Context: an optimization exercise on an open-source flow, tuned for small area, a short achievable clock period and few clock cycles per item. The choices shown serve that exercise and are no tape-out recipe. RTL that was checked went through simulation tests only; none was proved equivalent to the original. No activity file was given, so power comes from the tool's default toggle rates.

## v6
==> flow/design.v <==
`timescale 1ns/100ps
module cache_controller (
    input clock,
    input reset,
    input read,
    input write,
    input [7:0] address,
    input [7:0] writedata,
    input mem_BUSY,
    input [31:0] mem_readdata,
    output reg [7:0] readdata,
    output reg mem_read, mem_write,
    output reg BUSY,
    output reg [5:0] mem_address,
    output reg [31:0] mem_writedata
);
    reg        cache_VALID [7:0];
    reg        cache_DIRTY [7:0];
    reg [2:0]  cache_TAG   [7:0];
    reg [31:0] cache_DATA  [7:0];
    integer i;
    wire [2:0] idx = address[4:2];
    wire       req = read | write;
    wire [7:0] line_oh = 8'd1 << idx;
    wire [3:0] byte_oh = 4'd1 << address[1:0];
    wire [8*37-1:0] lines;
    genvar g;
    generate
        for (g = 0; g < 8; g = g + 1) begin : g_line
            assign lines[37*g +: 37] = {cache_VALID[g], cache_DIRTY[g], cache_TAG[g], cache_DATA[g]};
        end
    endgenerate
    wire        VALID, DIRTY;
    wire [2:0]  TAG;
    wire [31:0] DATA;
    cache_sel #(.N(8), .W(37)) u_line (.sel(line_oh), .in(lines), .out({VALID, DIRTY, TAG, DATA}));
    wire        HIT   = VALID && (TAG == address[7:5]);
    reg st_rd, st_wb, done;
    wire idle = !(st_rd | st_wb | done);
    reg  [2:0] lidx;
    reg  [1:0] bsel;
    reg        wbyte;
    wire [7:0] cache_byte, mem_byte;
    cache_sel #(.N(4), .W(8)) u_cbyte (.sel(byte_oh), .in(DATA), .out(cache_byte));
    cache_sel #(.N(4), .W(8)) u_mbyte (.sel(byte_oh), .in(mem_readdata), .out(mem_byte));
    wire miss_clean = idle && req && !HIT && !DIRTY;
    wire miss_dirty = idle && req && !HIT && DIRTY;
    wire rd_next = miss_clean | (st_wb & !mem_BUSY) | (st_rd & mem_BUSY);
    wire wb_next = miss_dirty | (st_wb & mem_BUSY);
    always @(posedge clock or posedge reset) begin
        if (reset) begin
            st_rd <= 1'b0;
            st_wb <= 1'b0;
            done  <= 1'b0;
        end else begin
            st_rd <= rd_next;
            st_wb <= wb_next;
            done  <= (idle & req & HIT) | (st_rd & !mem_BUSY);
        end
    end
    always @(posedge clock) begin
        mem_read  <= !reset & rd_next;
        mem_write <= !reset & wb_next;
    end
    always @(posedge clock) begin
        BUSY <= st_rd ? mem_BUSY : !(idle & HIT);
        readdata <= st_rd ? mem_byte : cache_byte;
        mem_writedata <= DATA;
        lidx <= idx;
        bsel <= address[1:0];
        wbyte <= write & ((idle & req & HIT) | (st_rd & !mem_BUSY));
        mem_address[2:0] <= idx;
        mem_address[5:3] <= ((idle & DIRTY) | (st_wb & mem_BUSY)) ? TAG : address[7:5];
    end
    always @(posedge clock) begin
        if (reset) begin
            for (i = 0; i < 8; i = i + 1) begin
                cache_VALID[i] <= 1'b0;
                cache_DIRTY[i] <= 1'b0;
            end
        end else if (st_rd) begin
            cache_VALID[lidx] <= 1'b1;
            cache_DIRTY[lidx] <= 1'b0;
            cache_TAG[lidx]   <= address[7:5];
        end else if (wbyte) begin
            cache_DIRTY[lidx] <= 1'b1;
        end
    end
    always @(posedge clock) begin
        if (st_rd) begin
            cache_DATA[lidx] <= mem_readdata;
        end else if (wbyte) begin
            case (bsel)
                2'd0: cache_DATA[lidx][7:0]   <= writedata;
                2'd1: cache_DATA[lidx][15:8]  <= writedata;
                2'd2: cache_DATA[lidx][23:16] <= writedata;
                default: cache_DATA[lidx][31:24] <= writedata;
            endcase
        end
    end
endmodule
module cache_sel #(parameter N = 8, parameter W = 32) (
    input  [N-1:0]   sel,
    input  [N*W-1:0] in,
    output reg [W-1:0] out
);
    integer k;
    always @(*) begin
        out = {W{1'b0}};
        for (k = 0; k < N; k = k + 1)
            out = out | ({W{sel[k]}} & in[W*k +: W]);
    end
endmodule
clock: 6.0 ns
lec_check: 0
cap_margin: 40
core_margin: 2
core_utilization: 60
cts_buf_list: sky130_fd_sc_hd__clkbuf_8
cts_cluster_diameter: 50
cts_cluster_size: 15
place_density: 0.75
setup_slack_margin: 3.65
slew_margin: 60
synth_hierarchical: 1
synth_minimum_keep_size: 0
standard.sh (not shown) runs the stock make flow with config.mk's settings and CLKGATE_MAP_FILE= SYNTH_SCRIPT=/design/flow/synth_recipe.tcl, a recipe that flattens the netlist after the stock synthesis.
==> flow/flow/run.sh <==
#!/bin/bash
# Standard layout, with the ports buffered by the smallest plain buffer instead of
# the delay cell buffer_ports picks by default.
cp standard.sh standard_sh_copy.log
export BUFFER_PORTS_ARGS="-buffer_cell sky130_fd_sc_hd__buf_1"
bash standard.sh > standard.log 2>&1
Every stage of the flow completed for v6, and the final layout passed the timing, design-rule and antenna checks.
#### Input delta (v7 over v6)
--- a/flow/design.v
+++ b/flow/design.v
@@ -18,34 +18,42 @@
     reg        cache_DIRTY [7:0];
     reg [2:0]  cache_TAG   [7:0];
     reg [31:0] cache_DATA  [7:0];
     integer i;
     wire [2:0] idx = address[4:2];
     wire       req = read | write;
-    wire [7:0] line_oh = 8'd1 << idx;
     wire [3:0] byte_oh = 4'd1 << address[1:0];
-    wire [8*37-1:0] lines;
-    genvar g;
+    wire [8*5-1:0] ctl_lines;
+    wire [8*8-1:0] data_lines [0:3];
+    genvar g, h;
     generate
         for (g = 0; g < 8; g = g + 1) begin : g_line
-            assign lines[37*g +: 37] = {cache_VALID[g], cache_DIRTY[g], cache_TAG[g], cache_DATA[g]};
+            assign ctl_lines[5*g +: 5] = {cache_VALID[g], cache_DIRTY[g], cache_TAG[g]};
+            for (h = 0; h < 4; h = h + 1) begin : g_lane
+                assign data_lines[h][8*g +: 8] = cache_DATA[g][8*h +: 8];
+            end
         end
     endgenerate
     wire        VALID, DIRTY;
     wire [2:0]  TAG;
     wire [31:0] DATA;
-    cache_sel #(.N(8), .W(37)) u_line (.sel(line_oh), .in(lines), .out({VALID, DIRTY, TAG, DATA}));
+    cache_lsel #(.W(5)) u_ctl (.idx(idx), .in(ctl_lines), .out({VALID, DIRTY, TAG}));
+    generate
+        for (h = 0; h < 4; h = h + 1) begin : g_lsel
+            cache_lsel #(.W(8)) u_lane (.idx(idx), .in(data_lines[h]), .out(DATA[8*h +: 8]));
+        end
+    endgenerate
     wire        HIT   = VALID && (TAG == address[7:5]);
     reg st_rd, st_wb, done;
     wire idle = !(st_rd | st_wb | done);
     reg  [2:0] lidx;
     reg  [1:0] bsel;
     reg        wbyte;
-    wire [7:0] cache_byte, mem_byte;
-    cache_sel #(.N(4), .W(8)) u_cbyte (.sel(byte_oh), .in(DATA), .out(cache_byte));
-    cache_sel #(.N(4), .W(8)) u_mbyte (.sel(byte_oh), .in(mem_readdata), .out(mem_byte));
+    wire [7:0] rbyte;
+    cache_sel #(.N(8), .W(8)) u_rbyte (.sel({byte_oh & {4{st_rd}}, byte_oh & {4{!st_rd}}}),
+                                       .in({mem_readdata, DATA}), .out(rbyte));
     wire miss_clean = idle && req && !HIT && !DIRTY;
     wire miss_dirty = idle && req && !HIT && DIRTY;
     wire rd_next = miss_clean | (st_wb & !mem_BUSY) | (st_rd & mem_BUSY);
     wire wb_next = miss_dirty | (st_wb & mem_BUSY);
     always @(posedge clock or posedge reset) begin
         if (reset) begin
@@ -61,13 +69,13 @@
     always @(posedge clock) begin
         mem_read  <= !reset & rd_next;
         mem_write <= !reset & wb_next;
     end
     always @(posedge clock) begin
         BUSY <= st_rd ? mem_BUSY : !(idle & HIT);
-        readdata <= st_rd ? mem_byte : cache_byte;
+        readdata <= rbyte;
         mem_writedata <= DATA;
         lidx <= idx;
         bsel <= address[1:0];
         wbyte <= write & ((idle & req & HIT) | (st_rd & !mem_BUSY));
         mem_address[2:0] <= idx;
         mem_address[5:3] <= ((idle & DIRTY) | (st_wb & mem_BUSY)) ? TAG : address[7:5];
@@ -108,6 +116,14 @@
     always @(*) begin
         out = {W{1'b0}};
         for (k = 0; k < N; k = k + 1)
             out = out | ({W{sel[k]}} & in[W*k +: W]);
     end
 endmodule
+module cache_lsel #(parameter W = 8) (
+    input  [2:0]     idx,
+    input  [8*W-1:0] in,
+    output [W-1:0]   out
+);
+    wire [7:0] oh = 8'd1 << idx;
+    cache_sel #(.N(8), .W(W)) u_sel (.sel(oh), .in(in), .out(out));
+endmodule
## What came out
Against v6 as the reference, v7 delivers a higher initial antenna violation count.
Going from v6 to v7, minimum clock period lower; portion of total power attributed to combinational logic went up by 0.4 points.
Compared to v6, v7 was floorplanned on a bigger die.
The worst hold slack on v6 is in line with that on v7.
Wire length (v7 vs. v6) increases slightly
Delta (v7 minus v6): growth of design area from synthesis to finish -2.7 points; share of the cycle needed by the critical path after routing went down; filler-free cell count of the finished design did not really move.
Both conditions hold for v7: the flow ran to the end and the final layout passed the timing, design-rule and antenna checks.
Taking v6 as the reference, in v7 longest individual stage delay on the worst path up 0.12 ns; half-perimeter wire length of the detailed placement result up 3500 um; internal power down about 1.4%.
v7 against v6; number of filler instances in the final layout is up by a few percent.
Testbench counts of v7, summed over its fixed seeds: cycles 16,144, requests 4,800.
For v6, only the layout was checked, not whether the RTL still works.


Setup of old:
Starts from the design.v that is shown in full above.
==> flow/config.mk <==
export PLATFORM = sky130hd
export DESIGN_NAME = cache_controller
export DESIGN_NICKNAME = cache_controller
export VERILOG_FILES = /design/flow/design.v
export SDC_FILE = /design/flow/constraint.sdc
export NUM_CORES = 4
export LEC_CHECK = 0
export CAP_MARGIN = 20
export CORE_MARGIN = 2
export CORE_UTILIZATION = 60
export CTS_BUF_LIST = sky130_fd_sc_hd__clkbuf_8
export CTS_CLUSTER_DIAMETER = 50
export CTS_CLUSTER_SIZE = 15
export PLACE_DENSITY = 0.75
export SETUP_SLACK_MARGIN = 3.65
export SLEW_MARGIN = 20
export SYNTH_HIERARCHICAL = 1
export SYNTH_MINIMUM_KEEP_SIZE = 0
==> flow/constraint.sdc <==
create_clock -name core_clock -period 6.0 [get_ports {clock}]
set_input_delay 1.2000 -clock core_clock [delete_from_list [all_inputs] [get_ports {clock}]]
set_output_delay 1.2000 -clock core_clock [all_outputs]
set_load 0.01 [all_outputs]
Scripts as last shown in full above: flow/flow/run.sh
Relative to old, the following input files were edited for new:
-- flow/design.v --
<<< old, line 41
    reg  [1:0] bsel;
    reg        wbyte;
    wire [7:0] cache_byte, mem_byte;
    cache_sel #(.N(4), .W(8)) u_cbyte (.sel(byte_oh), .in(DATA), .out(cache_byte));
    cache_sel #(.N(4), .W(8)) u_mbyte (.sel(byte_oh), .in(mem_readdata), .out(mem_byte));
    wire miss_clean = idle && req && !HIT && !DIRTY;
    wire miss_dirty = idle && req && !HIT && DIRTY;
>>> new, line 41
    reg  [1:0] bsel;
    reg        wbyte;
    wire [7:0] rbyte;
    cache_sel #(.N(8), .W(8)) u_rbyte (.sel({byte_oh & {4{st_rd}}, byte_oh & {4{!st_rd}}}),
                                       .in({mem_readdata, DATA}), .out(rbyte));
    wire miss_clean = idle && req && !HIT && !DIRTY;
    wire miss_dirty = idle && req && !HIT && DIRTY;
<<< old, line 65
    always @(posedge clock) begin
        BUSY <= st_rd ? mem_BUSY : !(idle & HIT);
        readdata <= st_rd ? mem_byte : cache_byte;
        mem_writedata <= DATA;
        lidx <= idx;
>>> new, line 65
    always @(posedge clock) begin
        BUSY <= st_rd ? mem_BUSY : !(idle & HIT);
        readdata <= rbyte;
        mem_writedata <= DATA;
        lidx <= idx;
Findings:
- Summary: total power, new worse than old
- [compare] base=old new=new: worst hold slack held; die area shrank by about 1%; maximum frequency from static timing analysis -2.5%.
- old → new: reported leakage power decreased by 5.8% relative to the old numbers, number of placed instances, taps included decreased by 1.2% relative to the old numbers, synthesized cell count decreased by 10 relative to the old numbers.
No run of this note included a check of the RTL's function; only the layout flow was run.


## run 3
Another version of the RTL of cache_controller (not shown whole).
Size: ~730 cells after synthesis, about 340 flip-flops, ~0.013 mm² of cells after synthesis.
==> module cache_controller, before the edit <==
module cache_controller (
    input clock,
    input reset,
    input read,
    input write,
    input [7:0] address,
    input [7:0] writedata,
    input mem_BUSY,
    input [31:0] mem_readdata,
    output [7:0] readdata,
    output reg mem_read, mem_write,
    output reg BUSY,
    output reg [5:0] mem_address,
    output reg [31:0] mem_writedata
);
    reg        cache_VALID [7:0];
    reg        cache_DIRTY [7:0];
    reg [2:0]  cache_TAG   [7:0];
    reg [31:0] cache_DATA  [7:0];
    integer i;
    wire [2:0] idx = address[4:2];
    wire       req = read | write;
    wire        VALID = cache_VALID[idx];
    wire        DIRTY = cache_DIRTY[idx];
    wire [2:0]  TAG   = cache_TAG[idx];
    wire [31:0] DATA  = cache_DATA[idx];
    wire        HIT   = VALID && (TAG == address[7:5]);
    reg done;
    wire idle = !(mem_read | mem_write | done);
    wire [2:0] lidx = mem_address[2:0];
    reg  [3:0] bsel;
    assign readdata = ({8{bsel[0]}} & mem_writedata[7:0])   |
                      ({8{bsel[1]}} & mem_writedata[15:8])  |
                      ({8{bsel[2]}} & mem_writedata[23:16]) |
                      ({8{bsel[3]}} & mem_writedata[31:24]);
    wire miss_clean = idle && req && !HIT && !(VALID && DIRTY);
    wire miss_dirty = idle && req && !HIT && VALID && DIRTY;
    always @(posedge clock or posedge reset) begin
        if (reset) begin
            mem_read  <= 1'b0;
            mem_write <= 1'b0;
            done      <= 1'b0;
        end else begin
            mem_read  <= miss_clean | (mem_write & !mem_BUSY) | (mem_read & mem_BUSY);
            mem_write <= miss_dirty | (mem_write & mem_BUSY);
            done      <= (idle & req & HIT) | (mem_read & !mem_BUSY);
        end
    end
    always @(posedge clock) begin
        BUSY <= mem_read ? mem_BUSY : !(idle & HIT);
        mem_writedata <= mem_read ? mem_readdata : DATA;
        bsel <= 4'b0001 << address[1:0];
        mem_address[2:0] <= idx;
        mem_address[5:3] <= ((idle & VALID & DIRTY) | (mem_write & mem_BUSY)) ? TAG : address[7:5];
    end
    always @(posedge clock) begin
        if (reset) begin
            for (i = 0; i < 8; i = i + 1) begin
                cache_VALID[i] <= 1'b0;
                cache_DIRTY[i] <= 1'b0;
            end
        end else if (mem_read) begin
            cache_VALID[lidx] <= 1'b1;
            cache_DIRTY[lidx] <= 1'b0;
            cache_TAG[lidx]   <= address[7:5];
        end else if (done && write) begin
            cache_DIRTY[lidx] <= 1'b1;
        end
    end
    always @(posedge clock) begin
        if (mem_read) begin
            cache_DATA[lidx] <= mem_readdata;
        end else if (done && write) begin
            if (bsel[0]) cache_DATA[lidx][7:0]   <= writedata;
            if (bsel[1]) cache_DATA[lidx][15:8]  <= writedata;
            if (bsel[2]) cache_DATA[lidx][23:16] <= writedata;
            if (bsel[3]) cache_DATA[lidx][31:24] <= writedata;
        end
    end
endmodule
clock: 6.0 ns
lec_check: 0
cap_margin: 20
core_margin: 2
core_utilization: 60
cts_buf_list: sky130_fd_sc_hd__clkbuf_8
cts_cluster_diameter: 50
cts_cluster_size: 15
place_density: 0.75
setup_slack_margin: 3.5
slew_margin: 20
run.sh (not shown) runs the stock make flow with config.mk's settings and CLKGATE_MAP_FILE= SYNTH_SCRIPT=/design/flow/synth_recipe.tcl, a recipe that flattens the netlist after the stock synthesis.
Stock flow here: none of the scripts above is used.
--- input diff run 3..run 5 ---
-- flow/design.v --
<<< run 3, line 9
    input mem_BUSY,
    input [31:0] mem_readdata,
    output [7:0] readdata,
    output reg mem_read, mem_write,
    output reg BUSY,
>>> run 5, line 9
    input mem_BUSY,
    input [31:0] mem_readdata,
    output reg [7:0] readdata,
    output reg mem_read, mem_write,
    output reg BUSY,
<<< run 3, line 30
    wire idle = !(mem_read | mem_write | done);
    wire [2:0] lidx = mem_address[2:0];
    reg  [3:0] bsel;
    assign readdata = ({8{bsel[0]}} & mem_writedata[7:0])   |
                      ({8{bsel[1]}} & mem_writedata[15:8])  |
                      ({8{bsel[2]}} & mem_writedata[23:16]) |
                      ({8{bsel[3]}} & mem_writedata[31:24]);
    wire miss_clean = idle && req && !HIT && !(VALID && DIRTY);
    wire miss_dirty = idle && req && !HIT && VALID && DIRTY;
>>> run 5, line 30
    wire idle = !(mem_read | mem_write | done);
    wire [2:0] lidx = mem_address[2:0];
    reg  [1:0] bsel;
    reg  [7:0]  cache_byte, mem_byte;
    always @(*) begin
        case (address[1:0])
            2'd0: begin cache_byte = DATA[7:0];   mem_byte = mem_readdata[7:0];   end
            2'd1: begin cache_byte = DATA[15:8];  mem_byte = mem_readdata[15:8];  end
            2'd2: begin cache_byte = DATA[23:16]; mem_byte = mem_readdata[23:16]; end
            default: begin cache_byte = DATA[31:24]; mem_byte = mem_readdata[31:24]; end
        endcase
    end
    wire miss_clean = idle && req && !HIT && !(VALID && DIRTY);
    wire miss_dirty = idle && req && !HIT && VALID && DIRTY;
<<< run 3, line 50
    always @(posedge clock) begin
        BUSY <= mem_read ? mem_BUSY : !(idle & HIT);
        mem_writedata <= mem_read ? mem_readdata : DATA;
        bsel <= 4'b0001 << address[1:0];
        mem_address[2:0] <= idx;
        mem_address[5:3] <= ((idle & VALID & DIRTY) | (mem_write & mem_BUSY)) ? TAG : address[7:5];
>>> run 5, line 55
    always @(posedge clock) begin
        BUSY <= mem_read ? mem_BUSY : !(idle & HIT);
        readdata <= mem_read ? mem_byte : cache_byte;
        mem_writedata <= DATA;
        bsel <= address[1:0];
        mem_address[2:0] <= idx;
        mem_address[5:3] <= ((idle & VALID & DIRTY) | (mem_write & mem_BUSY)) ? TAG : address[7:5];
<<< run 3, line 73
            cache_DATA[lidx] <= mem_readdata;
        end else if (done && write) begin
            if (bsel[0]) cache_DATA[lidx][7:0]   <= writedata;
            if (bsel[1]) cache_DATA[lidx][15:8]  <= writedata;
            if (bsel[2]) cache_DATA[lidx][23:16] <= writedata;
            if (bsel[3]) cache_DATA[lidx][31:24] <= writedata;
        end
    end
>>> run 5, line 79
            cache_DATA[lidx] <= mem_readdata;
        end else if (done && write) begin
            case (bsel)
                2'd0: cache_DATA[lidx][7:0]   <= writedata;
                2'd1: cache_DATA[lidx][15:8]  <= writedata;
                2'd2: cache_DATA[lidx][23:16] <= writedata;
                default: cache_DATA[lidx][31:24] <= writedata;
            endcase
        end
    end
### Flow results
In summary, run 3 completed successfully, with a layout that passed the timing, design-rule and antenna checks. Run 5 ran to completion and came out clean on the timing, design-rule and antenna checks. Sort run 3 and run 5 by clock-buffer cell count asc -> top: run 3. [run 5] placement-stage worst setup slack rose 0.056 ns relative to run 3. Row arrival time at the worst endpoint: run 5 higher / run 3 lower. In the tables for run 3 and run 5, flip-flop and latch share of the layout cell area reads lower with run 5. Lower sequential power was reported by run 5, not run 3. Between run 3 and run 5, the difference in power is negligible. Post-route fraction of the period consumed by the critical path was higher in run 3 than in run 5. Row clock network fraction of total power: run 5 higher / run 3 lower. In run 5 the sum of routed wire length over all layers turned out about 12% higher than in run 3. Diff run 3 -> run 5 | post-synthesis instance total | decrease of 3.0%.
Testbench counts of run 5, summed over its fixed seeds: cycles 16,144, requests 4,800.
For run 3, only the layout was checked, not whether the RTL still works.

separate check: timing with driven ports:
Ports are ideal in the flow. The routed layouts listed here were re-timed in OpenROAD. Step 1 (the two cells are an assumption about what drives the block):
set clk [get_ports {clock}]
set_driving_cell -lib_cell sky130_fd_sc_hd__clkbuf_16 $clk
set_driving_cell -lib_cell sky130_fd_sc_hd__buf_2 [delete_from_list [all_inputs] $clk]
Step 2 times the ports against the registers' clock, not the clock port: input delays grow and output delays shrink by t, the midpoint of the rising clock arrivals with the driver on. Slacks: ideal / step 1 / step 2; pairs: ideal / step 1.
run	t, ns	setup slack, ns	hold WS [ns]	slew at the worst register clock pin (ns)
v6	0.632	3.581 / 3.529 / 2.897	0.465 / 0.465 / 0.465	0.10 / 0.10
v7	0.645	3.623 / 3.623 / 2.988	0.465 / 0.465 / 0.465	0.10 / 0.10
old	0.642	3.610 / 3.559 / 2.917	0.468 / 0.468 / 0.468	0.10 / 0.10
new	0.630	3.549 / 3.522 / 2.892	0.468 / 0.468 / 0.468	0.10 / 0.10
run 3	0.601	3.189 / 3.149 / 2.838	0.457 / 0.457 / 0.457	0.10 / 0.10
run 5	0.591	3.449 / 3.123 / 2.531	0.460 / 0.460 / 0.460	0.10 / 0.10
After both steps setup and hold are still met in every run listed. For run 5, which loses most, drivers alone change the setup slack by -0.326 ns; drivers and shift together by -0.918 ns.
